This is an optimization exercise on Yosys and OpenROAD, whose aim is small area, not a production implementation. In this exercise RTL edits were held to simulation tests only and were not proved equivalent to the original. No run shown here takes its clock network from TritonCTS; it comes from the design's own scripts or RTL. The flow treats the clock pin as an ideal source. Dropping or thinning the clock tree relies on that and would not hold on a real chip. Power figures rest on the tool's default switching activity, not on a simulated workload.

--- flow/flow/run.sh ---
#!/bin/bash
# Layout flow: the standard flow (standard.sh) with three changes.
# - Synthesis is the standard synthesis script, except that ABC maps the
#   combinational logic with the area-oriented script flow/abc_area.script
#   and half adders are not extracted (ADDER_MAP_FILE empty). Registers are
#   mapped exactly as in the standard synthesis (ABC does not touch them).
# - Ports are buffered with the smallest buffer, sky130_fd_sc_hd__buf_1.
# - The clock tree: TritonCTS runs, then flow/post_cts.tcl replaces its tree
#   with one level of four clkbuf_16, one per k-means cluster of flip-flops.
set -euo pipefail
HERE=$(pwd)
cat > my_synth.tcl <<EOT
proc abc {args} {
  set i [lsearch \$args -script]
  if {\$i >= 0} { lset args [expr {\$i + 1}] $HERE/flow/abc_area.script }
  yosys abc {*}\$args
}
source $HERE/synth_recipe.tcl
EOT
bash standard.sh SYNTH_SCRIPT=$HERE/my_synth.tcl ADDER_MAP_FILE= synth > synth.log 2>&1
export BUFFER_PORTS_ARGS="-buffer_cell sky130_fd_sc_hd__buf_1"
export CTS_ARGS="-sink_clustering_enable -repair_clock_nets -dont_use_dummy_load -buf_list {sky130_fd_sc_hd__clkbuf_4}"
export POST_CTS_TCL=$HERE/flow/post_cts.tcl
bash standard.sh > standard.log 2>&1
--- flow/flow/abc_area.script ---
&get -n
&st
&dch -f
&nf -a
&put
--- flow/flow/post_cts.tcl ---
# Replace the clock tree that TritonCTS built with a single level of
# NBUF (default 4) clock buffers (BUFM, default clkbuf_16), each driving one cluster of flip-flops (k-means on
# the flip-flop locations), all fed straight from the clock port.
set nbuf [expr {[info exists ::env(NBUF)] ? $::env(NBUF) : 4}]
set bufm [expr {[info exists ::env(BUFM)] ? $::env(BUFM) : "sky130_fd_sc_hd__clkbuf_16"}]
set block [ord::get_db_block]
set db [ord::get_db]
set clk_net [$block findNet s_axi_aclk]
set sinks {}
set old_insts {}
foreach inst [$block getInsts] {
  set m [[$inst getMaster] getName]
  if {[string match "clkbuf_*" [$inst getName]] && [string match "sky130_fd_sc_hd__clkbuf_*" $m]} {
    lappend old_insts $inst
    continue
  }
  set ck [$inst findITerm CLK]
  if {$ck != "NULL" && $ck != ""} { lappend sinks $ck }
}
puts "post_cts: [llength $sinks] sinks, removing [llength $old_insts] clock buffers"
foreach it $sinks { $it disconnect }
foreach inst $old_insts {
  set on [[$inst findITerm X] getNet]
  odb::dbInst_destroy $inst
  if {$on != "NULL" && $on != ""} { odb::dbNet_destroy $on }
}
# k-means
set pts {}
foreach it $sinks {
  set b [[$it getInst] getBBox]
  lappend pts [list [expr {([$b xMin] + [$b xMax]) / 2.0}] [expr {([$b yMin] + [$b yMax]) / 2.0}]]
}
set n [llength $pts]
set cents {}
set sorted [lsort -real -index 0 $pts]
for {set k 0} {$k < $nbuf} {incr k} {
  lappend cents [lindex $sorted [expr {int(($k + 0.5) * $n / $nbuf)}]]
}
for {set iter 0} {$iter < 50} {incr iter} {
  set asg {}
  foreach p $pts {
    set best 0; set bd 1e30
    for {set k 0} {$k < $nbuf} {incr k} {
      set c [lindex $cents $k]
      set d [expr {abs([lindex $p 0] - [lindex $c 0]) + abs([lindex $p 1] - [lindex $c 1])}]
      if {$d < $bd} { set bd $d; set best $k }
    }
    lappend asg $best
  }
  set newc {}
  for {set k 0} {$k < $nbuf} {incr k} {
    set sx 0; set sy 0; set cnt 0
    foreach p $pts a $asg { if {$a == $k} { set sx [expr {$sx + [lindex $p 0]}]; set sy [expr {$sy + [lindex $p 1]}]; incr cnt } }
    if {$cnt > 0} { lappend newc [list [expr {$sx / $cnt}] [expr {$sy / $cnt}]] } else { lappend newc [lindex $cents $k] }
  }
  set cents $newc
}
set master [$db findMaster $bufm]
for {set k 0} {$k < $nbuf} {incr k} {
  set b [odb::dbInst_create $block $master "clkbuf_leaf_$k"]
  set c [lindex $cents $k]
  $b setLocation [expr {int([lindex $c 0])}] [expr {int([lindex $c 1])}]
  $b setPlacementStatus PLACED
  set net [odb::dbNet_create $block "clknet_leaf_$k"]
  $net setSigType CLOCK
  [$b findITerm A] connect $clk_net
  [$b findITerm X] connect $net
  set cnt 0
  foreach it $sinks a $asg { if {$a == $k} { $it connect $net; incr cnt } }
  puts "post_cts: clkbuf_leaf_$k drives $cnt flip-flops"
}
detailed_placement
check_placement -verbose
estimate_parasitics -placement
report_clock_skew
report_checks -path_delay min -format end
report_checks -path_delay max -format end
--- flow/standard.sh ---
#!/bin/bash
# synth_recipe.tcl (not shown) runs the flow's synth.tcl, then flattens the netlist and writes it again
# the make line also repeats each setting of config.mk as NAME=value (left out here)
make -C /OpenROAD-flow-scripts/flow DESIGN_CONFIG=/design/flow/config.mk WORK_HOME=/design/flow/orfs CLKGATE_MAP_FILE= SYNTH_SCRIPT=/design/flow/synth_recipe.tcl "${@:-finish}"
--- flow/config.mk ---
export PLATFORM = sky130hd
export DESIGN_NAME = pit
export DESIGN_NICKNAME = pit
export VERILOG_FILES = /design/flow/design.v
export SDC_FILE = /design/flow/constraint.sdc
export NUM_CORES = 4
export LEC_CHECK = 0
export CAP_MARGIN = 20
export CORE_MARGIN = 2
export CORE_UTILIZATION = 40
export SLEW_MARGIN = 20
--- flow/constraint.sdc ---
create_clock -name core_clock -period 10.0 [get_ports {s_axi_aclk}]
set_input_delay 2.0000 -clock core_clock [delete_from_list [all_inputs] [get_ports {s_axi_aclk}]]
set_output_delay 2.0000 -clock core_clock [all_outputs]
set_load 0.01 [all_outputs]
--- flow/design.v ---
`timescale 1 ns / 1 ps
module pit_sv #(
    parameter integer C_S_AXI_ADDR_WIDTH = 4
)
(
    input logic                             s_axi_aclk,
    input logic                             s_axi_aresetn,
    input logic                             s_axi_awvalid,
    output logic                            s_axi_awready,
    input logic [C_S_AXI_ADDR_WIDTH-1:0]    s_axi_awaddr,
    input logic [2:0]                       s_axi_awprot,
    input logic                             s_axi_wvalid,
    output logic                            s_axi_wready,
    input logic [31:0]                      s_axi_wdata,
    input logic [3:0]                       s_axi_wstrb,
    output logic                            s_axi_bvalid,
    input logic                             s_axi_bready,
    output logic [1:0]                      s_axi_bresp,
    input logic                             s_axi_arvalid,
    output logic                            s_axi_arready,
    input logic [C_S_AXI_ADDR_WIDTH-1:0]    s_axi_araddr,
    input logic [2:0]                       s_axi_arprot,
    output logic [31:0]                     s_axi_rdata,
    output logic [1:0]                      s_axi_rresp,
    output logic                            s_axi_rvalid,
    input logic                             s_axi_rready,
    output logic                            irq
);
logic rst;
logic w_hs, w_resp, r_hs, r_resp;
logic ctrl_z, dly_z, cnt_z;           
logic [31:0] ctrl, dly;
assign rst = !s_axi_aresetn;
assign s_axi_awready = w_hs;
assign s_axi_wready  = w_hs;
assign s_axi_bvalid  = w_resp;
assign s_axi_arready = r_hs;
assign s_axi_rvalid  = r_resp;
assign s_axi_bresp = 2'b00;
assign s_axi_rresp = 2'b00;
wire w_ctrl = w_hs && (s_axi_awaddr == 4'h0);
wire w_dly  = w_hs && (s_axi_awaddr != 4'h0);
wire w_cnt  = w_hs && (s_axi_awaddr == 4'h4);
wire en0 = ctrl[0] && !ctrl_z;
wire en1 = ctrl[1] && !ctrl_z;
always_ff @(posedge s_axi_aclk) begin
    if (rst) begin
        w_hs <= 1'b0; w_resp <= 1'b0;
        r_hs <= 1'b0; r_resp <= 1'b0;
    end else begin
        w_hs   <= !w_hs && !w_resp && s_axi_awvalid && s_axi_wvalid;
        w_resp <= w_hs || (w_resp && !s_axi_bready);
        r_hs   <= !r_hs && !r_resp && s_axi_arvalid;
        r_resp <= r_hs || (r_resp && !s_axi_rready);
    end
end
always_ff @(posedge s_axi_aclk) begin
    if (w_ctrl) ctrl <= s_axi_wdata;
    if (w_dly)  dly  <= s_axi_wdata;
end
always_ff @(posedge s_axi_aclk) begin
    if (rst) begin
        ctrl_z <= 1'b1; dly_z <= 1'b1; cnt_z <= 1'b1;
    end else begin
        if (w_ctrl) ctrl_z <= 1'b0;
        if (w_dly)  dly_z  <= 1'b0;
        if (w_cnt || en0) cnt_z <= 1'b0;
    end
end
logic [31:0] rdata_n;
wire rd_c = !r_resp && (s_axi_araddr == 4'h0) && !ctrl_z;
wire rd_d = !r_resp && (s_axi_araddr != 4'h0) && !dly_z;
assign s_axi_rdata = ~rdata_n;
always_ff @(posedge s_axi_aclk)
    rdata_n <= ~(({32{rd_c}} & ctrl) | ({32{rd_d}} & dly) | ({32{r_resp}} & s_axi_rdata));
logic [31:0] cnt_n;
wire zero = cnt_z || (cnt_n == 32'hFFFF_FFFE);
wire ld_w = w_cnt;                                
wire ld_r = !w_cnt && en0 && zero && !dly_z;      
wire dec  = !w_cnt && !(en0 && zero);             
wire [32:0] brw;                                  
assign brw[0] = !w_cnt && en0 && !zero;
genvar i;
generate for (i = 0; i < 32; i = i + 1) begin : g_cnt
    assign brw[i+1] = brw[i] && cnt_n[i];
end endgenerate
always_ff @(posedge s_axi_aclk)
    cnt_n <= ~(({32{ld_w}} & s_axi_wdata) | ({32{ld_r}} & dly) | ({32{dec}} & ~(cnt_n ^ brw[31:0])));
always_ff @(posedge s_axi_aclk) begin
    if (rst) irq <= 1'b0;
    else if (!w_cnt && en0) begin
        if (zero) irq <= irq || en1;
        else irq <= 1'b0;
    end
end
endmodule
`timescale 1 ns / 1 ps
module pit #(
    parameter integer C_S_AXI_ADDR_WIDTH = 4
)
(
    input wire                              s_axi_aclk,
    input wire                              s_axi_aresetn,
    input wire                              s_axi_awvalid,
    output wire                             s_axi_awready,
    input wire [C_S_AXI_ADDR_WIDTH-1:0]     s_axi_awaddr,
    input wire [2:0]                        s_axi_awprot,
    input wire                              s_axi_wvalid,
    output wire                             s_axi_wready,
    input wire [31:0]                       s_axi_wdata,
    input wire [3:0]                        s_axi_wstrb,
    output wire                             s_axi_bvalid,
    input wire                              s_axi_bready,
    output wire [1:0]                       s_axi_bresp,
    input wire                              s_axi_arvalid,
    output wire                             s_axi_arready,
    input wire [C_S_AXI_ADDR_WIDTH-1:0]     s_axi_araddr,
    input wire [2:0]                        s_axi_arprot,
    output wire [31:0]                      s_axi_rdata,
    output wire [1:0]                       s_axi_rresp,
    output wire                             s_axi_rvalid,
    input wire                              s_axi_rready,
    output wire                             irq
);
	pit_sv 
        #(.C_S_AXI_ADDR_WIDTH(C_S_AXI_ADDR_WIDTH))
    pit_sv_inst (    
    .s_axi_aclk(s_axi_aclk),
    .s_axi_aresetn(s_axi_aresetn),
    .s_axi_awvalid(s_axi_awvalid),
    .s_axi_awready(s_axi_awready),
    .s_axi_awaddr(s_axi_awaddr),
    .s_axi_awprot(s_axi_awprot),
    .s_axi_wvalid(s_axi_wvalid),
    .s_axi_wready(s_axi_wready),
    .s_axi_wdata(s_axi_wdata),
    .s_axi_wstrb(s_axi_wstrb),
    .s_axi_bvalid(s_axi_bvalid),
    .s_axi_bready(s_axi_bready),
    .s_axi_bresp(s_axi_bresp),
    .s_axi_arvalid(s_axi_arvalid),
    .s_axi_arready(s_axi_arready),
    .s_axi_araddr(s_axi_araddr),
    .s_axi_arprot(s_axi_arprot),
    .s_axi_rdata(s_axi_rdata),
    .s_axi_rresp(s_axi_rresp),
    .s_axi_rvalid(s_axi_rvalid),
    .s_axi_rready(s_axi_rready),
    .irq(irq)
	);
endmodule
==> results of run 1 <==
cells by family (layout without fill, tap and decap cells):
group / count (synthesis) / count (layout) / share of synthesized area, %
XOR/XNOR: 18 / 18 / 3.244
buffers and inverters: 43 / 134 / 3.708
flip-flops: 136 / 136 / 69.21
other: 1 / 4 / 0.07717
AO/OA/AOI/OAI: 93 / 93 / 16.99
AND/OR/NAND/NOR: 61 / 61 / 6.772
cell usage after synthesis, types with 3 or more instances:
cell,number,area (um2)
dfxtp_1,72,1441
edfxtp_1,64,1922
a222oi_1,56,560.5
clkinv_1,38,142.6
nand2_1,14,52.55
xor2_1,10,87.58
nand4_1,8,50.05
xnor2_1,8,70.07
a21oi_1,7,35.03
a221oi_1,7,61.31
nor2_1,7,26.28
nor4_1,6,37.54
o21ai_0,6,30.03
buf_4,5,37.54
nand3_1,5,25.02
a41o_1,4,40.04
nor2b_1,4,25.02
nor3_1,4,20.02
a21o_1,3,22.52
a31oi_1,3,18.77
and2_0,3,18.77
path summary, 6_finish.rpt:
check,from,end,slack [ps],depth (start not counted)
max reg2reg,pit_sv_inst.cnt_n[22],pit_sv_inst.cnt_n[31],6410,10
min reg2reg,pit_sv_inst.r_hs,pit_sv_inst.r_hs,450,1
max,s_axi_awaddr[2],pit_sv_inst.cnt_n[31],5090,12
min,pit_sv_inst.r_hs,pit_sv_inst.r_hs,450,1
power groups by stage:
stage	Combinational, W	Sequential, W	Clock (W)
3_5_place_dp	0.0000976	0.000671	0
5_1_grt	0.000110	0.000666	0.000233
3_3_place_gp	0.0000957	0.000670	0
2_1_floorplan	0.0000702	0.000667	0
6_report	0.0000971	0.000660	0.000204
state kept, by name, summed over array words and instances (netlist names):
name and flops:
pit_sv_inst.cnt_n 32, pit_sv_inst.cnt_z 1, pit_sv_inst.ctrl 32, pit_sv_inst.ctrl_z 1
pit_sv_inst.dly 32, pit_sv_inst.dly_z 1, pit_sv_inst.irq 1, pit_sv_inst.r_hs 1
pit_sv_inst.r_resp 1, pit_sv_inst.rdata_n 32, pit_sv_inst.w_hs 1, pit_sv_inst.w_resp 1
layout make-up:
| cell class | count | area, um2 | area share, % |
|---|---|---|---|
| Buffer | 4 | 100.1 | 1.809 |
| Timing Repair Buffer | 92 | 375.4 | 6.784 |
| Sequential cell | 136 | 3363 | 60.79 |
| Inverter | 38 | 142.6 | 2.578 |
| Tap cell | 147 | 183.9 | 3.324 |
| Multi-Input combinational cell | 176 | 1368 | 24.72 |
metal layers:
layer	vias up	routed length (um)	track usage [%]
li1	1627	-	-
met1	1608	4612	21.29
met2	94	4960	27.34
met3	4	535	3.282
met4	0	68	2.439
met5	-	0	0
through the flow:
step	power, W	cells	setup slack, ps	utilization (%)	cell area [um2]
after detailed placement	0.0007691	589	4842	45.61	5433
after global routing	0.001009	593	4708	46.45	5533
after floorplan	0.0007368	355	3462	-	4871
final	0.0009605	593	5092	46.45	5533
after global placement	0.0007655	589	4931	45.56	5426
critical path, stage by stage:
cell,delay [ps]
buf_1,80
nand2_1,70
nor4_2,40
buf_4,260
nor2_1,230
nand4_1,240
nor4_1,230
buf_4,200
nor4b_2,820
nand4_1,310
or3_1,380
a31oi_1,150
==> metrics.cfg, run 1 <==
[timing]
maxSlewViolCount=0
tns_ps=0
tightest_slew_ps=1109
setup_viol=0
finalCritPeriodShare_pct=49.08
fmax_ghz=0.2038
fin_crit_ps=4908
report.final.hold_viol_count=0
max-slew-margin-rel_pct=25.88
fin_hold_ws_ps=449.2
rsz0062_at_grt=false
fin_skew_ps=9.569

[final_layout]
fillers=1104
layout.cells.most_common=buf_1
drive_above_1_share_pct=4.036
antenna_cells=0
nNetsFinal=505
syn_to_final_growth_pct=13.85
layout_common_cells=buf_1 (84), dfxtp_1 (72), edfxtp_1 (64), a222oi_1 (56), clkinv_1 (38)

[worst_setup_path]
required_ps=10110
cp-end-kind=register
critical_path_class=in2reg
cp_data_arrival_time_ps=5020
path_max_fanout=37
worstSetupStartpointType=input port

[grt]
grt_first_pass_wirelength_um=16270
grt_max_degree=38
grt_remaining_overflow=0
grt_usage_pct=15.91
grt_pass1_vias=3120
grt_antenna_before_repair=0

[clock_tree]
cts.sinks=136
clock_latency_ps=180
clkTransAtPathRegs_ps=120

[routing]
drc=0
via_count=3333
vias_per_cell=5.621
initialDrtViolationCount=327
ant_nets=0
avgRoutedWirePerCell_um=17.16
routed_wl_um=10180
drtPass1Iterations=8

[power]
p_int_w=0.0007523
p_sw_w=0.0002081
p_seq_share_pct=68.7
leakage_nw=1.804
p_per_area_mw_per_mm2=173.6
p_clk_share_pct=21.2
switching_share_pct=21.67
peakVddDrop_v=0.00009424
p_comb_share_pct=10.1

[yosys]
avgSynthCellArea_um2=13.81
synth-seq-cells=136
mappedNetlistArea_mm2=0.004860
synth_top_flop_cell=dfxtp_1
ys_async_sr_fraction_pct=0
yosysWarnings=1
seq_area_frac_synth_pct=69.21
synth-edff-count=64
synth_cells=352
ys_types=34

[floorplanning]
rows=40
ios=99
dieArea_mm2=0.01305
start_util_pct=40.80
die_w_um=114.2
die_h_um=114.2
core_mm2=0.01191

[flow_run]
drv_cap=0

[place]
dpl.hpwl_um=6570
numPortBuffers=84
place_congestion=0.7272

[worst_hold_path]
hp-class=reg2reg

[run_status]
status=complete, no violations

==> inputs of run 2 (changes only) <==
==> flow/flow/abc_area.script (replaced) <==
&get -n
&st
&dch -f
&nf -a -R 20
&put
==> metrics.cfg, run 2 <==
[yosys]
synthMuxAreaShare_pct=0  ; unchanged
synth-xor-area-share_pct=3.791  ; +0.55 points
ys_async_sr_fraction_pct=0  ; unchanged
synth-simple-area-share_pct=7.014  ; +0.24 points
seq_area_frac_synth_pct=69.31  ; +0.11 points
ys_top_cells_by_count=dfxtp_1 (72), edfxtp_1 (64), a222oi_1 (53), clkinv_1 (35), nor2_1 (14)
synth_area_leaders=edfxtp_1 (40%), dfxtp_1 (30%), a222oi_1 (11%)
synth_cells=351  ; -0.28%
synthAdderAreaFrac_pct=0  ; unchanged
mappedNetlistArea_mm2=0.004852  ; -0.15%
avgSynthCellArea_um2=13.82  ; +0.13%
synth_most_common_cell=dfxtp_1
synth_top_family_by_area=compound AO/OA/AOI/OAI gates
synth-edff-count=64  ; unchanged
synth_compound_area_share_pct=16.32  ; -0.67 points
ys_types=30  ; -12%
synth_top_flop_cell=dfxtp_1
yosys.area.top_type_share_pct=39.61  ; +0.061 points
synth-seq-cells=136  ; unchanged
yosysWarnings=1  ; unchanged
yosys.area.top_type=edfxtp_1

[final_layout]
antenna_cells=0  ; unchanged
nNetsFinal=504  ; -0.20%
drive_above_1_share_pct=3.820  ; -0.22 points
layout.cells.most_common=buf_1
layout_common_cells=buf_1 (84), dfxtp_1 (72), edfxtp_1 (64), a222oi_1 (53), clkinv_1 (35)
syn_to_final_growth_pct=13.90  ; about the same
finalNonFillerCells=592  ; -0.17%

[grt]
grt_max_degree=38  ; unchanged
grt_antenna_before_repair=0  ; unchanged
grt_remaining_overflow=0  ; unchanged
grt_first_pass_wirelength_um=17200  ; +5.7%
grt_usage_pct=16.89  ; +0.99 points
grt_pass1_vias=3300  ; +5.8%

[worst_setup_path]
reg2reg_to=pit_sv_inst.cnt_n[31]
required_ps=10090  ; -20 ps
cp-end-kind=register
worstSetupStartpointType=input port
reg2reg_slack_ps=6510  ; +100 ps
crit_chain=buf_1 > nand2_1 > nor4_2 > buf_4 > nor2_1 > and4_1 > nand4_1 > nor4_1 > buf_4 > nor3b_1 > nand4_1 > xor2_1 > a222oi_1
r2r.worst_path.cells=11  ; +1
cp_data_arrival_time_ps=5010  ; about the same
slowest_delay_ps=580  ; -240 ps
cp_slowest_cell=nor3b_1
worstReg2RegStart=pit_sv_inst.cnt_n[0]
critical_path_class=in2reg
path_max_fanout=37  ; unchanged

[timing]
setup_viol=0  ; unchanged
fin_hold_ws_ps=444.3  ; -4.808 ps
maxSlewViolCount=0  ; unchanged
fin_skew_ps=14.44  ; +4.867 ps
tightest_slew_ps=1085  ; -24.49 ps
rsz0062_at_grt=false
fmax_ghz=0.2031  ; -0.30%
report.final.hold_viol_count=0  ; unchanged
finalCritPeriodShare_pct=49.23  ; +0.15 points
fin_crit_ps=4923  ; +14.62 ps
max-slew-margin-rel_pct=27.52  ; +1.6 points
tns_ps=0  ; unchanged

[worst_hold_path]
worst_hold_path.endpoint=pit_sv_inst.rdata_n[7]
min-delay-start=pit_sv_inst.ctrl[7]
min_delay_path_depth=1  ; unchanged
hp-class=reg2reg

[routing]
drc=0  ; unchanged
avgRoutedWirePerCell_um=18.34  ; +6.8%
vias_per_cell=5.720  ; +1.8%
via_count=3386  ; +1.6%
ant_nets=0  ; unchanged
initialDrtViolationCount=361  ; +10%
routed_wl_um=10860  ; +6.7%
drtPass1Iterations=5  ; -3

[power]
p_int_w=0.0007552  ; +0.38%
switching_share_pct=22.30  ; +0.63 points
p_clk_share_pct=21.3  ; about the same
peakVddDrop_v=0.0001005  ; +6.7%
design_power_total_w=0.0009719  ; +1.2%
p_comb_share_pct=10.1  ; about the same
p_seq_share_pct=68.6  ; about the same
p_per_area_mw_per_mm2=175.9  ; +1.3%
leakage_nw=1.784  ; -1.1%
p_sw_w=0.0002167  ; +4.1%

[clock_tree]
cts.sinks=136  ; unchanged
clkTransAtPathRegs_ps=120  ; about the same
clock_latency_ps=180  ; about the same

[floorplanning]
die_h_um=114.1  ; about the same
rows=40  ; unchanged
start_util_pct=40.74  ; -0.063 points
core_mm2=0.01191  ; unchanged
die_w_um=114.1  ; about the same
dieArea_mm2=0.01303  ; -0.15%
ios=99  ; unchanged

[place]
dpl.hpwl_um=6948  ; +5.7%
placed_cells=587  ; -0.34%
numPortBuffers=84  ; unchanged
place_congestion=0.7491  ; +3.0%

[run_status]
status=complete, no violations

[flow_run]
drv_cap=0  ; unchanged

-- run 2: how the worst max path moves through the flow --
stage,start,endpoint,slack [ps],depth (start not counted)
6_report,s_axi_awaddr[2],pit_sv_inst.cnt_n[31],5080,13
3_3_place_gp,s_axi_awaddr[2],pit_sv_inst.cnt_n[31],5000,13
5_1_grt,s_axi_awaddr[2],pit_sv_inst.cnt_n[31],4870,13
3_5_place_dp,s_axi_awaddr[2],pit_sv_inst.cnt_n[31],4930,13
2_1_floorplan,s_axi_awaddr[0],pit_sv_inst.cnt_n[0],3500,3
-- run 2: cell families (layout without fill, tap and decap cells) --
| family | Yosys count | after routing |
|---|---|---|
| DFF | 136 | 136 |
| AOI/OAI and AO/OA | 88 | 88 |
| and+or+nand+nor | 65 | 65 |
| buffers and inverters | 40 | 131 |
| xor gates and xnor gates | 21 | 21 |
| other | 1 | 4 |
-- run 2: per-stage QoR --
stage	setup slack, ps	utilization (%)	instance area, um2
3_5_place_dp	4926	45.42	5410
5_1_grt	4869	46.40	5527
2_1_floorplan	3502	-	4863
6_report	5078	46.40	5527
3_3_place_gp	5000	45.42	5410
-- run 2: per-layer routing --
metal,GRT usage [%],up-vias,wire length [um]
met3,3.335,9,629
met4,3.089,0,142
met1,22.35,1654,4777
met5,0,-,0
li1,-,1613,-
met2,29.21,110,5305
-- run 2: layout make-up --
cell class                      instances  area, um2
Fill cell                            1125       6385
Sequential cell                       136       3363
Multi-Input combinational cell        178       1373
Timing Repair Buffer                   92      375.4
Tap cell                              147      183.9
Inverter                               35      131.4
Buffer                                  4      100.1
-- run 2: power groups by stage --
stage | logic [W] | clock network, W | registers, W
after floorplan | 0.0000711 | 0 | 0.000672
after global placement | 0.0000966 | 0 | 0.000676
after detailed placement | 0.0000992 | 0 | 0.000678
after global routing | 0.000112 | 0.000232 | 0.000674
final | 0.0000986 | 0.000207 | 0.000667
-- run 2: worst max-delay path, delay by kind of cell --
family / cells / cell delay, ps
AO/OA/AOI/OAI: 1 / 290
XOR/XNOR: 1 / 190
buffers and inverters: 3 / 550
AND/OR/NAND/NOR: 8 / 1970
==> inputs of run 3 (changes only) <==
==> flow/flow/abc_area.script (replaced) <==
strash
dch -f -p
amap
==> metrics.cfg, run 3 <==
[final_layout]
fillers=1136  ; +0.98%
register_area_mm2=0.003363  ; unchanged
finalNonFillerCells=620  ; +4.7%
drive_above_1_share_pct=3.805  ; -0.015 points
syn_to_final_growth_pct=14.86
nNetsFinal=532  ; +5.6%
multi_input_area_mm2=0.001209  ; -12%
layout.cells.most_common=buf_1
layout_common_cells=buf_1 (84), dfxtp_1 (72), clkinv_1 (69), edfxtp_1 (64), a222oi_1 (63)
antenna_cells=0  ; unchanged

[worst_setup_path]
reg2reg_slack_ps=3110  ; -3400 ps
reg2reg_to=pit_sv_inst.cnt_n[30]
critical_path_class=in2reg
worstSetupStartpointType=input port
slowest_delay_ps=640  ; +60 ps
cp-end-kind=register
cp_slowest_cell=nor4b_4
required_ps=10090  ; about the same
worstReg2RegStart=pit_sv_inst.cnt_n[19]
cpMostUsedCell=nand2_1
path_max_fanout=11  ; -70%
r2r.worst_path.cells=69  ; +58
cp_data_arrival_time_ps=8360  ; +3350 ps

[routing]
vias_per_cell=5.602  ; -2.1%
initialDrtViolationCount=476  ; +32%
avgRoutedWirePerCell_um=17.81  ; -2.9%
ant_nets=0  ; unchanged
drtPass1Iterations=7  ; +2
via_count=3473  ; +2.6%
drc=0  ; unchanged
routed_wl_um=11040  ; +1.7%

[yosys]
synth-seq-cells=136  ; unchanged
yosys.area.top_type=edfxtp_1
ys_async_sr_fraction_pct=0  ; unchanged
ys_top_cells_by_count=dfxtp_1 (72), clkinv_1 (69), edfxtp_1 (64), a222oi_1 (63)
yosysWarnings=1  ; unchanged
seq_area_frac_synth_pct=69.95  ; +0.63 points
avgSynthCellArea_um2=12.69  ; -8.2%
synth_top_flop_cell=dfxtp_1
mappedNetlistArea_mm2=0.004808  ; -0.90%
yosys.area.top_type_share_pct=39.97  ; +0.36 points
synth_most_common_cell=dfxtp_1
synth-edff-count=64  ; unchanged
synth_area_leaders=edfxtp_1 (40%), dfxtp_1 (30%), a222oi_1 (13%)
ys_types=24  ; -20%
synth_cells=379  ; +8.0%

[timing]
maxSlewViolCount=0  ; unchanged
max-slew-margin-rel_pct=51.44  ; +24 points
setup_viol=0  ; unchanged
rsz0062_at_grt=false
fin_hold_ws_ps=438.8  ; -5.587 ps
report.final.hold_viol_count=0  ; unchanged
finalCritPeriodShare_pct=82.63  ; +33 points
fin_crit_ps=8263  ; +3340 ps
fin_skew_ps=13.67  ; -0.7673 ps
tightest_slew_ps=725.3  ; -359.6 ps
tns_ps=0  ; unchanged
fmax_ghz=0.1210  ; -40%

[floorplanning]
rows=40  ; unchanged
die_w_um=113.6  ; -0.44%
die_h_um=113.6  ; -0.44%
dieArea_mm2=0.01291  ; -0.87%
start_util_pct=40.54  ; -0.20 points
ios=99  ; unchanged
core_mm2=0.01186  ; -0.42%

[grt]
grt_pass1_vias=3439  ; +4.2%
met1_usage_pct=21.85  ; -0.50 points
grt_use_met3_pct=3.666  ; +0.33 points
busiest_layer=met2
grt_max_degree=37  ; -2.6%
grt_usage_pct=17.21  ; +0.32 points
grt_first_pass_wirelength_um=17550  ; +2.0%
grt_remaining_overflow=0  ; unchanged
met2_usage_pct=30.98  ; +1.8 points
grt_antenna_before_repair=0  ; unchanged

[power]
peakVddDrop_v=0.00009498  ; -5.5%
p_seq_share_pct=68.9  ; +0.3 points
p_int_w=0.0007365  ; -2.5%
p_clk_share_pct=22.1  ; +0.8 points
leakage_nw=1.850  ; +3.7%
switching_share_pct=21.61  ; -0.69 points
p_per_area_mw_per_mm2=170.1  ; -3.3%
p_comb_share_pct=9.0  ; -1.1 points
p_sw_w=0.0002030  ; -6.3%

[place]
dpl.hpwl_um=6962  ; +0.20%
placed_cells=614  ; +4.6%
numPortBuffers=84  ; unchanged
place_congestion=0.7411  ; -1.1%

[worst_hold_path]
hp-class=reg2reg
min_delay_path_depth=1  ; unchanged
worst_hold_path.endpoint=pit_sv_inst.rdata_n[31]
min-delay-start=pit_sv_inst.ctrl[31]

[clock_tree]
cts.sinks=136  ; unchanged
clkTransAtPathRegs_ps=120  ; about the same
clock_latency_ps=180  ; about the same

[run_status]
status=complete, no violations

[flow_run]
drv_cap=0  ; unchanged

-- run 3: how the worst max path moves through the flow --
| stage | from | endpoint | depth (start not counted) |
|---|---|---|---|
| 2_1_floorplan | s_axi_awaddr[1] | pit_sv_inst.cnt_n[30] | 66 |
| 3_3_place_gp | s_axi_awaddr[1] | pit_sv_inst.cnt_n[30] | 67 |
| 3_5_place_dp | s_axi_awaddr[1] | pit_sv_inst.cnt_n[30] | 67 |
| 5_1_grt | s_axi_awaddr[1] | pit_sv_inst.cnt_n[30] | 67 |
| 6_report | s_axi_awaddr[1] | pit_sv_inst.cnt_n[30] | 67 |
-- run 3: kinds of logic (layout without fill, tap and decap cells) --
| group | after synthesis | after routing | synth area share [%] |
|---|---|---|---|
| compound gates | 102 | 102 | 17.36 |
| buf+inv | 74 | 165 | 6.167 |
| flops | 136 | 136 | 69.95 |
| other cells | 1 | 4 | 0.07799 |
| simple gates | 66 | 66 | 6.453 |
-- run 3: power groups by stage --
| stage | clock [W] | combinational [W] | sequential, W |
|---|---|---|---|
| final | 0.000208 | 0.0000846 | 0.000647 |
| after global routing | 0.000233 | 0.0000969 | 0.000652 |
| after detailed placement | 0 | 0.0000850 | 0.000659 |
| after global placement | 0 | 0.0000828 | 0.000658 |
| after floorplan | 0 | 0.0000544 | 0.000654 |
-- run 3: per-layer routing --
layer | vias up | routed length, um
met5 | - | 0
met3 | 5 | 706
met1 | 1709 | 4623
li1 | 1664 | -
met4 | 0 | 61
met2 | 95 | 5649
-- run 3: critical path, delay by kind of cell --
| kind | cells | cell delay, ps |
|---|---|---|
| buffers and inverters | 31 | 2240 |
| and+or+nand+nor | 34 | 3770 |
| AOI/OAI and AO/OA | 2 | 320 |
-- run 3: cell type report --
type | count | share of cell area (%)
plain buffers | 4 | 1.812
inverters | 69 | 4.690
multi-input cells | 172 | 21.88
flip-flops and latches | 136 | 60.90
well taps | 147 | 3.330
repair buffers | 92 | 7.386
-- run 3: metrics by stage --
stage / utilization, % / cell area, um2 / power (W) / setup slack, ps
2_1_floorplan: - / 4826 / 0.0007084 / 1356
3_3_place_gp: 45.26 / 5369 / 0.0007403 / 1680
3_5_place_dp: 45.32 / 5375 / 0.0007441 / 1497
5_1_grt: 46.56 / 5523 / 0.0009811 / 526.0
6_report: 46.56 / 5523 / 0.0009395 / 1737
==> inputs of run 4 (changes only) <==
==> flow/flow/abc_area.script (replaced) <==
&get -n
&st
&dch -f
&nf -a
&put
--- a/flow/config.mk
+++ b/flow/config.mk
@@ -8,4 +8,5 @@
 export CAP_MARGIN = 20
 export CORE_MARGIN = 2
-export CORE_UTILIZATION = 40
+export CORE_UTILIZATION = 65
+export PLACE_DENSITY = 0.75
 export SLEW_MARGIN = 20
==> metrics.cfg, run 4 <==
[flow_run]
drv_cap=0  ; unchanged

[grt]
grt_pass1_vias=3380  ; -1.7%
grt_max_degree=38  ; +2.7%
met2_usage_pct=44.15  ; +13 points
busiest_layer=met2
grt_antenna_before_repair=0  ; unchanged
grt_remaining_overflow=0  ; unchanged
grt_use_met3_pct=4.758  ; +1.1 points
met1_usage_pct=32.70  ; +11 points
grt_first_pass_wirelength_um=16350  ; -6.8%
grt_usage_pct=25.26  ; +8.0 points

[routing]
initialDrtViolationCount=377  ; -21%
routed_wl_um=10270  ; -7.0%
via_count=3476  ; +0.086%
avgRoutedWirePerCell_um=18.80  ; +5.6%
drc=0  ; unchanged
ant_nets=0  ; unchanged
vias_per_cell=6.366  ; +14%
drtPass1Iterations=8  ; +1

[run_status]
status=complete, no violations

[floorplanning]
core_mm2=0.007253  ; -39%
rows=31  ; -23%
ios=99  ; unchanged
start_util_pct=67.00  ; +26 points
dieArea_mm2=0.008184  ; -37%
die_w_um=90.47  ; -20%
die_h_um=90.47  ; -20%

[yosys]
ys_async_sr_fraction_pct=0  ; unchanged
ys_types=34  ; +42%
avgSynthCellArea_um2=13.81  ; +8.8%
mappedNetlistArea_mm2=0.004860  ; +1.1%
seq_area_frac_synth_pct=69.21  ; -0.74 points
synth_top_flop_cell=dfxtp_1
synth_area_leaders=edfxtp_1 (40%), dfxtp_1 (30%), a222oi_1 (12%)
synth_cells=352  ; -7.1%
yosysWarnings=1  ; unchanged
synth_most_common_cell=dfxtp_1
yosys.area.top_type_share_pct=39.55  ; -0.42 points
synth-edff-count=64  ; unchanged
yosys.area.top_type=edfxtp_1
ys_top_cells_by_count=dfxtp_1 (72), edfxtp_1 (64), a222oi_1 (56), clkinv_1 (38), nand2_1 (14)
synth-seq-cells=136  ; unchanged

[power]
p_per_area_mw_per_mm2=175.9  ; +3.4%
peakVddDrop_v=0.0001358  ; +43%
leakage_nw=1.808  ; -2.2%

[timing]
tightest_slew_ps=1060  ; +334.5 ps
maxSlewViolCount=0  ; unchanged
setup_viol=0  ; unchanged
max-slew-margin-rel_pct=29.19  ; -22 points
report.final.hold_viol_count=0  ; unchanged
rsz0062_at_grt=false
fmax_ghz=0.2011  ; +66%
fin_crit_ps=4974  ; -3289 ps
tns_ps=0  ; unchanged
finalCritPeriodShare_pct=49.74  ; -33 points
fin_skew_ps=12.18  ; -1.488 ps

[place]
placed_cells=542  ; -12%
place_congestion=0.7831  ; +5.7%
numPortBuffers=84  ; unchanged
dpl.hpwl_um=6690  ; -3.9%

[worst_setup_path]
worstSetupStartpointType=input port
cp_data_arrival_time_ps=5080  ; -3280 ps
slowest_delay_ps=830  ; +190 ps
required_ps=10110  ; +20 ps
crit_chain=buf_1 > nand2_1 > nor4_2 > buf_4 > nor2_1 > nand4_1 > nor4_1 > buf_4 > nor4b_2 > nand4_1 > or3_1 > a31oi_1
critical_path_class=in2reg
path_max_fanout=37  ; +26
cp_slowest_cell=nor4b_2
cp-end-kind=register

[clock_tree]
clock_latency_ps=180  ; about the same
cts.sinks=136  ; unchanged
clkTransAtPathRegs_ps=120  ; about the same

[final_layout]
nNetsFinal=506  ; -4.9%
layout.cells.most_common=buf_1
syn_to_final_growth_pct=12.69
antenna_cells=0  ; unchanged
finalNonFillerCells=546  ; -12%
drive_above_1_share_pct=4.474  ; +0.67 points
layout_common_cells=buf_1 (84), dfxtp_1 (72), edfxtp_1 (64), a222oi_1 (56), clkinv_1 (38)

[worst_hold_path]
hp-class=reg2reg

==> run 4: changes by cell type after synthesis, moves of 8 or more <==
cell,delta
xnor2_1,+8
nand2_1,-20
xor2_1,+10
o21ai_0,-28
clkinv_1,-31
==> run 4: cells by family (layout without fill, tap and decap cells) <==
kind of cell,after synthesis,in the layout,share of synthesized area [%]
buffers and inverters,43,135,3.708
DFF,136,136,69.21
and+or+nand+nor,61,61,6.772
AOI/OAI and AO/OA,93,93,16.99
xor gates and xnor gates,18,18,3.244
other,1,4,0.07717
==> run 4: per-stage QoR <==
stage | area, um2 | hold slack (ps) | util, % | power (W) | setup slack, ps
floorplan | 4871 | 424.7 | - | 0.0007368 | 3462
global placement | 5374 | 414.2 | 74.09 | 0.0007639 | 4982
detailed placement | 5374 | 436.0 | 74.09 | 0.0007710 | 4827
global route | 5477 | 467.8 | 75.50 | 0.0009979 | 4773
finish | 5477 | 450.2 | 75.50 | 0.0009634 | 5026
==> run 4: metal layers <==
layer  up-vias  wire length [um]
met5         -                 0
met4         0                92
met3         9               732
met2       135              5273
met1      1715              4168
li1       1617                 -
==> run 4: path summary, 6_finish.rpt <==
kind / from / depth (start not counted) / slack [ps] / endpoint
worst min register to register: pit_sv_inst.ctrl[6] / 1 / 450 / pit_sv_inst.rdata_n[6]
worst max-delay path: s_axi_awaddr[2] / 12 / 5030 / pit_sv_inst.cnt_n[31]
worst max register to register: pit_sv_inst.cnt_n[22] / 10 / 6310 / pit_sv_inst.cnt_n[31]
worst min-delay path: pit_sv_inst.ctrl[6] / 1 / 450 / pit_sv_inst.rdata_n[6]
==> run 4: power by group <==
group / internal, W / total (W) / switching [W] / leakage (nW)
logic: 0.0000514 / 0.0000987 / 0.0000472 / 0.584
registers: 0.000626 / 0.000661 / 0.0000353 / 1.17
clock network: 0.0000749 / 0.000203 / 0.000129 / 0.0493
total: 0.000752 / 0.000963 / 0.000211 / 1.81
==> run 4: area by class of cell <==
class                           count  area (um2)
Inverter                           38       142.6
Timing Repair Buffer               93       382.9
Multi-Input combinational cell    176        1364
Fill cell                         506        1777
Sequential cell                   136        3363
Buffer                              4       100.1
Tap cell                           99       123.9
==> run 4: worst max-delay path: cells and delay by family <==
kind	cells	cell delay (ps)
AO/OA/AOI/OAI	1	170
buffers and inverters	3	550
AND/OR/NAND/NOR	8	2360
==> inputs of run 5 (changes only) <==
--- a/flow/design.v
+++ b/flow/design.v
@@ -29,5 +29,5 @@
 logic rst;
 logic w_hs, w_resp, r_hs, r_resp;
-logic ctrl_z, dly_z, cnt_z;           
+logic ctrl_z, dly_z;                  
 logic [31:0] ctrl, dly;
 assign rst = !s_axi_aresetn;
@@ -61,9 +61,8 @@
 always_ff @(posedge s_axi_aclk) begin
     if (rst) begin
-        ctrl_z <= 1'b1; dly_z <= 1'b1; cnt_z <= 1'b1;
+        ctrl_z <= 1'b1; dly_z <= 1'b1;
     end else begin
         if (w_ctrl) ctrl_z <= 1'b0;
         if (w_dly)  dly_z  <= 1'b0;
-        if (w_cnt || en0) cnt_z <= 1'b0;
     end
 end
@@ -75,8 +74,8 @@
     rdata_n <= ~(({32{rd_c}} & ctrl) | ({32{rd_d}} & dly) | ({32{r_resp}} & s_axi_rdata));
 logic [31:0] cnt_n;
-wire zero = cnt_z || (cnt_n == 32'hFFFF_FFFE);
-wire ld_w = w_cnt;                                
-wire ld_r = !w_cnt && en0 && zero && !dly_z;      
-wire dec  = !w_cnt && !(en0 && zero);             
+wire zero = (cnt_n == 32'hFFFF_FFFE);
+wire ld_w = !rst && w_cnt;                        
+wire ld_r = !rst && !w_cnt && en0 && zero && !dly_z;  
+wire dec  = !rst && !w_cnt && !(en0 && zero);     
 wire [32:0] brw;                                  
 assign brw[0] = !w_cnt && en0 && !zero;
@@ -86,5 +85,5 @@
 end endgenerate
 always_ff @(posedge s_axi_aclk)
-    cnt_n <= ~(({32{ld_w}} & s_axi_wdata) | ({32{ld_r}} & dly) | ({32{dec}} & ~(cnt_n ^ brw[31:0])));
+    cnt_n <= ~(({32{ld_w}} & s_axi_wdata) | ({32{ld_r}} & dly) | ({32{dec}} & ~(cnt_n ^ brw[31:0])) | {31'd0, rst});
 always_ff @(posedge s_axi_aclk) begin
     if (rst) irq <= 1'b0;
==> flow/flow/abc_area.script (replaced) <==
strash
dch -f -p
amap
--- a/flow/config.mk
+++ b/flow/config.mk
@@ -8,5 +8,4 @@
 export CAP_MARGIN = 20
 export CORE_MARGIN = 2
-export CORE_UTILIZATION = 65
-export PLACE_DENSITY = 0.75
+export CORE_UTILIZATION = 40
 export SLEW_MARGIN = 20
==> metrics.cfg, run 5 <==
[timing]
report.final.hold_viol_count=0  ; unchanged
fin_crit_ps=7946  ; +2973 ps
max-slew-margin-rel_pct=27.70  ; -1.5 points
tightest_slew_ps=1079  ; +18.77 ps
fin_skew_ps=13.77  ; +1.589 ps
maxSlewViolCount=0  ; unchanged
tns_ps=0  ; unchanged
setup_viol=0  ; unchanged
fmax_ghz=0.1258  ; -37%
finalCritPeriodShare_pct=79.46  ; +30 points
rsz0062_at_grt=false

[final_layout]
nNetsFinal=528  ; +4.3%
final_cell_area_mm2=0.005480  ; about the same
syn_to_final_growth_pct=14.57
layout.cells.most_common=buf_1
drive_above_1_share_pct=3.625  ; -0.85 points
layout_common_cells=buf_1 (84), dfxtp_1 (71), edfxtp_1 (64), clkinv_1 (63), a222oi_1 (63)
fillers=1081  ; +110%
antenna_cells=0  ; unchanged
finalNonFillerCells=612  ; +12%

[routing]
via_count=3426  ; -1.4%
initialDrtViolationCount=420  ; +11%
ant_nets=0  ; unchanged
drc=0  ; unchanged
avgRoutedWirePerCell_um=17.48  ; -7.1%
routed_wl_um=10700  ; +4.2%
drtPass1Iterations=5  ; -3
vias_per_cell=5.598  ; -12%

[worst_hold_path]
hp-class=reg2reg
min-delay-start=pit_sv_inst.ctrl[31]
min_delay_path_depth=1  ; unchanged
worst_hold_path.endpoint=pit_sv_inst.rdata_n[31]

[clock_tree]
cts.sinks=135  ; -0.74%
clkTransAtPathRegs_ps=120  ; about the same
clock_latency_ps=180  ; about the same

[yosys]
seq_area_frac_synth_pct=69.89  ; +0.69 points
yosys.area.top_type=edfxtp_1
synth_cells=375  ; +6.5%
synth_most_common_cell=dfxtp_1
ys_types=24  ; -29%
synth_top_flop_cell=dfxtp_1
ys_top_cells_by_count=dfxtp_1 (71), edfxtp_1 (64), a222oi_1 (63), clkinv_1 (63)
ys_async_sr_fraction_pct=0  ; unchanged
yosysWarnings=1  ; unchanged
yosys.area.top_type_share_pct=40.18  ; +0.63 points
synth_area_leaders=edfxtp_1 (40%), dfxtp_1 (30%), a222oi_1 (13%)
avgSynthCellArea_um2=12.76  ; -7.6%
synth-edff-count=64  ; unchanged
synth-seq-cells=135  ; -0.74%
mappedNetlistArea_mm2=0.004783  ; -1.6%

[power]
p_comb_share_pct=5.3  ; -4.9 points
p_sw_w=0.0001646  ; -22%
p_int_w=0.0006791  ; -9.7%
switching_share_pct=19.51  ; -2.4 points
design_power_total_w=0.0008436  ; -12%
p_seq_share_pct=70.4  ; +1.8 points
p_per_area_mw_per_mm2=153.9  ; -12%
p_clk_share_pct=24.3  ; +3.2 points
leakage_nw=1.818  ; +0.54%
peakVddDrop_v=0.00008725  ; -36%

[floorplanning]
die_w_um=113.4  ; +25%
start_util_pct=41.36  ; -26 points
rows=39  ; +26%
core_mm2=0.01156  ; +59%
ios=99  ; unchanged
die_h_um=113.4  ; +25%
dieArea_mm2=0.01285  ; +57%

[worst_setup_path]
path_max_fanout=4  ; -89%
cp_data_arrival_time_ps=8030  ; +2950 ps
r2r.worst_path.cells=61  ; +51
reg2reg_to=pit_sv_inst.cnt_n[30]
reg2reg_slack_ps=3470  ; -2840 ps
required_ps=10080  ; -30 ps
critical_path_class=in2reg
slowest_delay_ps=520  ; -310 ps
critPathBufInv=25  ; +22
cp-end-kind=register
cpMostUsedCell=nand2_1
critPathTopFamily=simple AND/OR/NAND/NOR gates
cp_slowest_cell=nor4b_1
worstReg2RegStart=pit_sv_inst.w_hs
worstSetupStartpointType=input port

[place]
numPortBuffers=84  ; unchanged
dpl.hpwl_um=6798  ; +1.6%
dpl_cell_area_mm2=0.005325  ; -0.91%
place_congestion=0.7589  ; -3.1%
placed_cells=606  ; +12%

[flow_run]
drv_cap=0  ; unchanged

[run_status]
status=complete, no violations

[grt]
grt_usage_pct=16.50  ; -8.8 points
grt_pass1_vias=3195  ; -5.5%
grt_antenna_before_repair=0  ; unchanged
grt_remaining_overflow=0  ; unchanged
grt_max_degree=36  ; -5.3%
grt_first_pass_wirelength_um=16610  ; +1.6%

-- run 5: changes by cell type in the layout (fill, tap and decap cells not counted), sizes merged, moves of 7 or more --
| cell | change |
|---|---|
| clkinv | +25 |
| nor2 | +7 |
| a222oi | +7 |
| xnor2 | -8 |
| o21ai | +23 |
| nand2 | +15 |
| xor2 | -10 |
-- run 5: per-layer routing --
layer | up-vias | global-route usage, % | routed length (um)
met1 | 1626 | 23.59 | 4991
met4 | 0 | 2.764 | 48
met2 | 125 | 26.11 | 5009
met3 | 2 | 4.017 | 646
met5 | - | 0 | 0
li1 | 1673 | - | -
-- run 5: area by class of cell --
type	count	area, um2	share of cell area [%]
Buffer	4	100.1	1.826
Inverter	63	236.5	4.315
Multi-Input combinational cell	175	1206	22.01
Sequential cell	135	3343	61.00
Tap cell	143	178.9	3.265
Timing Repair Buffer	92	415.4	7.580
-- run 5: stage by stage --
stage,utilization [%],hold slack (ps),setup slack (ps)
2_1_floorplan,-,425.0,2808
6_report,47.39,447.8,2054
3_5_place_dp,46.05,433.1,1827
5_1_grt,47.39,462.2,1039
3_3_place_gp,46.05,427.1,2017
-- run 5: logic make-up (layout without fill, tap and decap cells) --
group | count (synthesis) | in the layout | synth area share [%]
flip-flops | 135 | 135 | 69.89
AO/OA/AOI/OAI | 99 | 99 | 17.11
other | 1 | 4 | 0.07840
AND/OR/NAND/NOR | 72 | 72 | 7.193
buffers and inverters | 68 | 159 | 5.729
-- run 5: power by group through the flow --
stage               sequential [W]  clock (W)  combinational, W
global placement          0.000606          0         0.0000428
global route              0.000595   0.000229         0.0000495
floorplan                 0.000607          0         0.0000202
finish                    0.000594   0.000205         0.0000444
detailed placement        0.000607          0         0.0000438
-- run 5: worst max path at each step --
stage / from / end / slack [ps] / depth (start not counted)
floorplan: s_axi_awaddr[1] / pit_sv_inst.cnt_n[31] / 2810 / 62
global placement: s_axi_awaddr[1] / pit_sv_inst.cnt_n[30] / 2020 / 62
detailed placement: s_axi_awaddr[1] / pit_sv_inst.cnt_n[30] / 1830 / 62
global route: s_axi_awaddr[1] / pit_sv_inst.cnt_n[30] / 1040 / 62
finish: s_axi_awaddr[1] / pit_sv_inst.cnt_n[30] / 2050 / 62
==> inputs of run 6 (changes only) <==
==> flow/flow/abc_area.script (replaced) <==
strash
dch -f
amap
==> metrics.cfg, run 6 <==
[run_status]
status=complete, no violations

[worst_setup_path]
required_ps=10070  ; about the same
cp_data_arrival_time_ps=5320  ; -2710 ps
cp-end-kind=register
critical_path_class=in2reg
worstSetupStartpointType=input port
path_max_fanout=6  ; +2

[routing]
avgRoutedWirePerCell_um=17.81  ; +1.9%
initialDrtViolationCount=449  ; +6.9%
drtPass1Iterations=5  ; unchanged
routed_wl_um=10740  ; +0.42%
vias_per_cell=5.678  ; +1.4%
via_count=3424  ; -0.058%
drc=0  ; unchanged
ant_nets=0  ; unchanged

[grt]
grt_max_degree=39  ; +8.3%
grt_remaining_overflow=0  ; unchanged
grt_pass1_vias=3298  ; +3.2%
grt_first_pass_wirelength_um=17200  ; +3.6%
grt_antenna_before_repair=0  ; unchanged
grt_usage_pct=16.78  ; +0.28 points

[floorplanning]
ios=99  ; unchanged
core_mm2=0.01186  ; +2.6%
die_h_um=113.6  ; +0.21%
rows=40  ; +2.6%
start_util_pct=40.51  ; -0.85 points
dieArea_mm2=0.01290  ; +0.42%
die_w_um=113.6  ; +0.21%

[yosys]
synth_most_common_cell=dfxtp_1
synth-edff-count=64  ; unchanged
mappedNetlistArea_mm2=0.004805  ; +0.44%
seq_area_frac_synth_pct=69.58  ; -0.31 points
synthMuxAreaShare_pct=0  ; unchanged
yosysWarnings=1  ; unchanged
synth_cells=363  ; -3.2%
synth_top_flop_cell=dfxtp_1
synth_area_leaders=edfxtp_1 (40%), dfxtp_1 (30%), a222oi_1 (13%)
synth_top_family_by_area=compound AO/OA/AOI/OAI gates
synth-simple-area-share_pct=7.865  ; +0.67 points
ys_top_cells_by_count=dfxtp_1 (71), edfxtp_1 (64), a222oi_1 (60), clkinv_1 (47), nor2_1 (22)
yosys.area.top_type=edfxtp_1
ys_async_sr_fraction_pct=0  ; unchanged
synth-xor-area-share_pct=0.7292  ; +0.73 points
synth_compound_area_share_pct=17.29  ; +0.18 points
synthAdderAreaFrac_pct=0  ; unchanged
avgSynthCellArea_um2=13.24  ; +3.8%
ys_types=28  ; +17%
synth-seq-cells=135  ; unchanged
yosys.area.top_type_share_pct=40.00  ; -0.18 points

[timing]
fmax_ghz=0.1903  ; +51%
fin_crit_ps=5254  ; -2693 ps
tns_ps=0  ; unchanged
maxSlewViolCount=0  ; unchanged
max-slew-margin-rel_pct=30.30  ; +2.6 points
tightest_slew_ps=1043  ; -35.63 ps
finalCritPeriodShare_pct=52.54  ; -27 points
fin_skew_ps=18.09  ; +4.325 ps
rsz0062_at_grt=false
report.final.hold_viol_count=0  ; unchanged
setup_viol=0  ; unchanged

[power]
leakage_nw=1.882  ; +3.5%
p_int_w=0.0006786  ; about the same
switching_share_pct=19.75  ; +0.25 points
p_seq_share_pct=70.3  ; about the same
peakVddDrop_v=0.00009305  ; +6.6%
p_per_area_mw_per_mm2=154.5  ; +0.36%
design_power_total_w=0.0008457  ; +0.24%
p_sw_w=0.0001671  ; +1.5%
p_clk_share_pct=24.4  ; about the same
p_comb_share_pct=5.3  ; about the same

[flow_run]
drv_cap=0  ; unchanged

[clock_tree]
clock_latency_ps=180  ; about the same
clkTransAtPathRegs_ps=120  ; about the same
cts.sinks=135  ; unchanged

[final_layout]
layout_common_cells=buf_1 (84), dfxtp_1 (71), edfxtp_1 (64), a222oi_1 (60), clkinv_1 (47)
nNetsFinal=515  ; -2.5%
fillers=1100  ; +1.8%
drive_above_1_share_pct=3.728  ; +0.10 points
syn_to_final_growth_pct=13.93
final_cell_area_mm2=0.005474  ; -0.11%
layout.cells.most_common=buf_1
antenna_cells=0  ; unchanged

[place]
place_congestion=0.7788  ; +2.6%
dpl.hpwl_um=6825  ; +0.40%
dpl_cell_area_mm2=0.005354  ; +0.54%
numPortBuffers=84  ; unchanged

[worst_hold_path]
hp-class=reg2reg

[run 6: cell types whose count changed in the layout (fill, tap and decap cells not counted), sizes merged, moves of 6 or more]
cell,before,now
and3,2,8
nand2,29,14
o21ai,29,16
nor2,14,22
clkinv,63,47
[run 6: worst max-delay path, stage by stage]
cell and delay (ps):
buf_1 60, or2_0 130, nor2_1 50, nand3_1 160, nand4_1 150, nor2_1 230, and3_1 230, nand2_1 90
or2_0 330, or3_1 470, nor2_1 200, clkinv_1 210, nor2_1 210, and3_1 220, nand2_1 90, a2111oi_0 400
a221oi_1 80
[run 6: power groups by stage]
stage / Sequential [W] / Clock [W] / Combinational [W]
floorplan: 0.000607 / 0 / 0.0000211
global placement: 0.000607 / 0 / 0.0000443
detailed placement: 0.000607 / 0 / 0.0000452
global route: 0.000596 / 0.000231 / 0.0000508
finish: 0.000594 / 0.000207 / 0.0000447
[run 6: kinds of logic (layout without fill, tap and decap cells)]
group,count (synthesis),count (layout)
flops,135,135
compound gates,96,96
simple gates,75,75
buf+inv,52,142
xor+xnor,4,4
other cells,1,4
[run 6: per-stage QoR]
step / instances / worst slack, ps / hold WS, ps / util, %
after floorplan: 366 / 4839 / 432.7 / -
after global placement: 598 / 4579 / 433.7 / 45.14
after detailed placement: 598 / 4543 / 438.8 / 45.14
after global routing: 603 / 4288 / 470.3 / 46.15
final: 603 / 4746 / 454.0 / 46.15
[run 6: path summary, 6_finish.rpt]
kind / from / endpoint / slack, ps / cells after the start
worst max-delay path: s_axi_awaddr[0] / pit_sv_inst.cnt_n[31] / 4750 / 17
worst min-delay path: pit_sv_inst.rdata_n[18] / pit_sv_inst.rdata_n[18] / 450 / 2
worst max register to register: pit_sv_inst.cnt_n[20] / pit_sv_inst.cnt_n[31] / 6040 / 16
worst min register to register: pit_sv_inst.rdata_n[18] / pit_sv_inst.rdata_n[18] / 450 / 2
[run 6: per-layer routing]
layer / vias up / track usage (%) / share of wire (%)
met5: - / 0 / 0
met4: 0 / 2.358 / 0.53
met3: 3 / 3.560 / 6.8
met2: 127 / 27.47 / 46
met1: 1651 / 23.75 / 46
li1: 1643 / - / -
[run 6: layout make-up]
type                            instances  area [um2]  share of cell area [%]
Tap cell                              147       183.9                   3.360
Buffer                                  4       100.1                   1.829
Timing Repair Buffer                   91       380.4                   6.949
Inverter                               47       176.4                   3.223
Sequential cell                       135        3343                   61.07
Multi-Input combinational cell        179        1290                   23.57

-- static timing again, ports no longer ideal --
No port has a modelled driver above. Below, the same layouts with a new extraction and two added sets of constraints. Step 1 assumes that a clkbuf_16 drives the clock port and a buf_2 every other input. Step 2 times the ports against the registers' clock, not the clock port: input delays grow and output delays shrink by t, the midpoint of the rising clock arrivals with the driver on. Three values: no drivers, after step 1, after step 2; two values: the first two.
run | shift t [ns] | slack for setup (ns) | worst setup path at the end | worst register clock-pin slew, ns | worst data-port slew with drivers (ns)
run 1 | 0.256 | 5.092 / 5.156 / 4.900 | input to register | 0.12 / 0.12 | 0.05
run 2 | 0.258 | 5.077 / 5.140 / 4.882 | input to register | 0.12 / 0.12 | 0.07
run 3 | 0.260 | 1.737 / 1.799 / 1.540 | input to register | 0.12 / 0.12 | 0.05
run 4 | 0.254 | 5.026 / 5.085 / 4.832 | input to register | 0.12 / 0.12 | 0.04
run 5 | 0.259 | 2.054 / 2.119 / 1.861 | input to register | 0.12 / 0.12 | 0.05
run 6 | 0.253 | 4.746 / 4.802 / 4.550 | input to register | 0.12 / 0.12 | 0.04
After both steps every run listed still meets setup and hold. The setup slack of run 3, which loses most, moves by +0.062 ns with the drivers and by -0.197 ns with both steps.
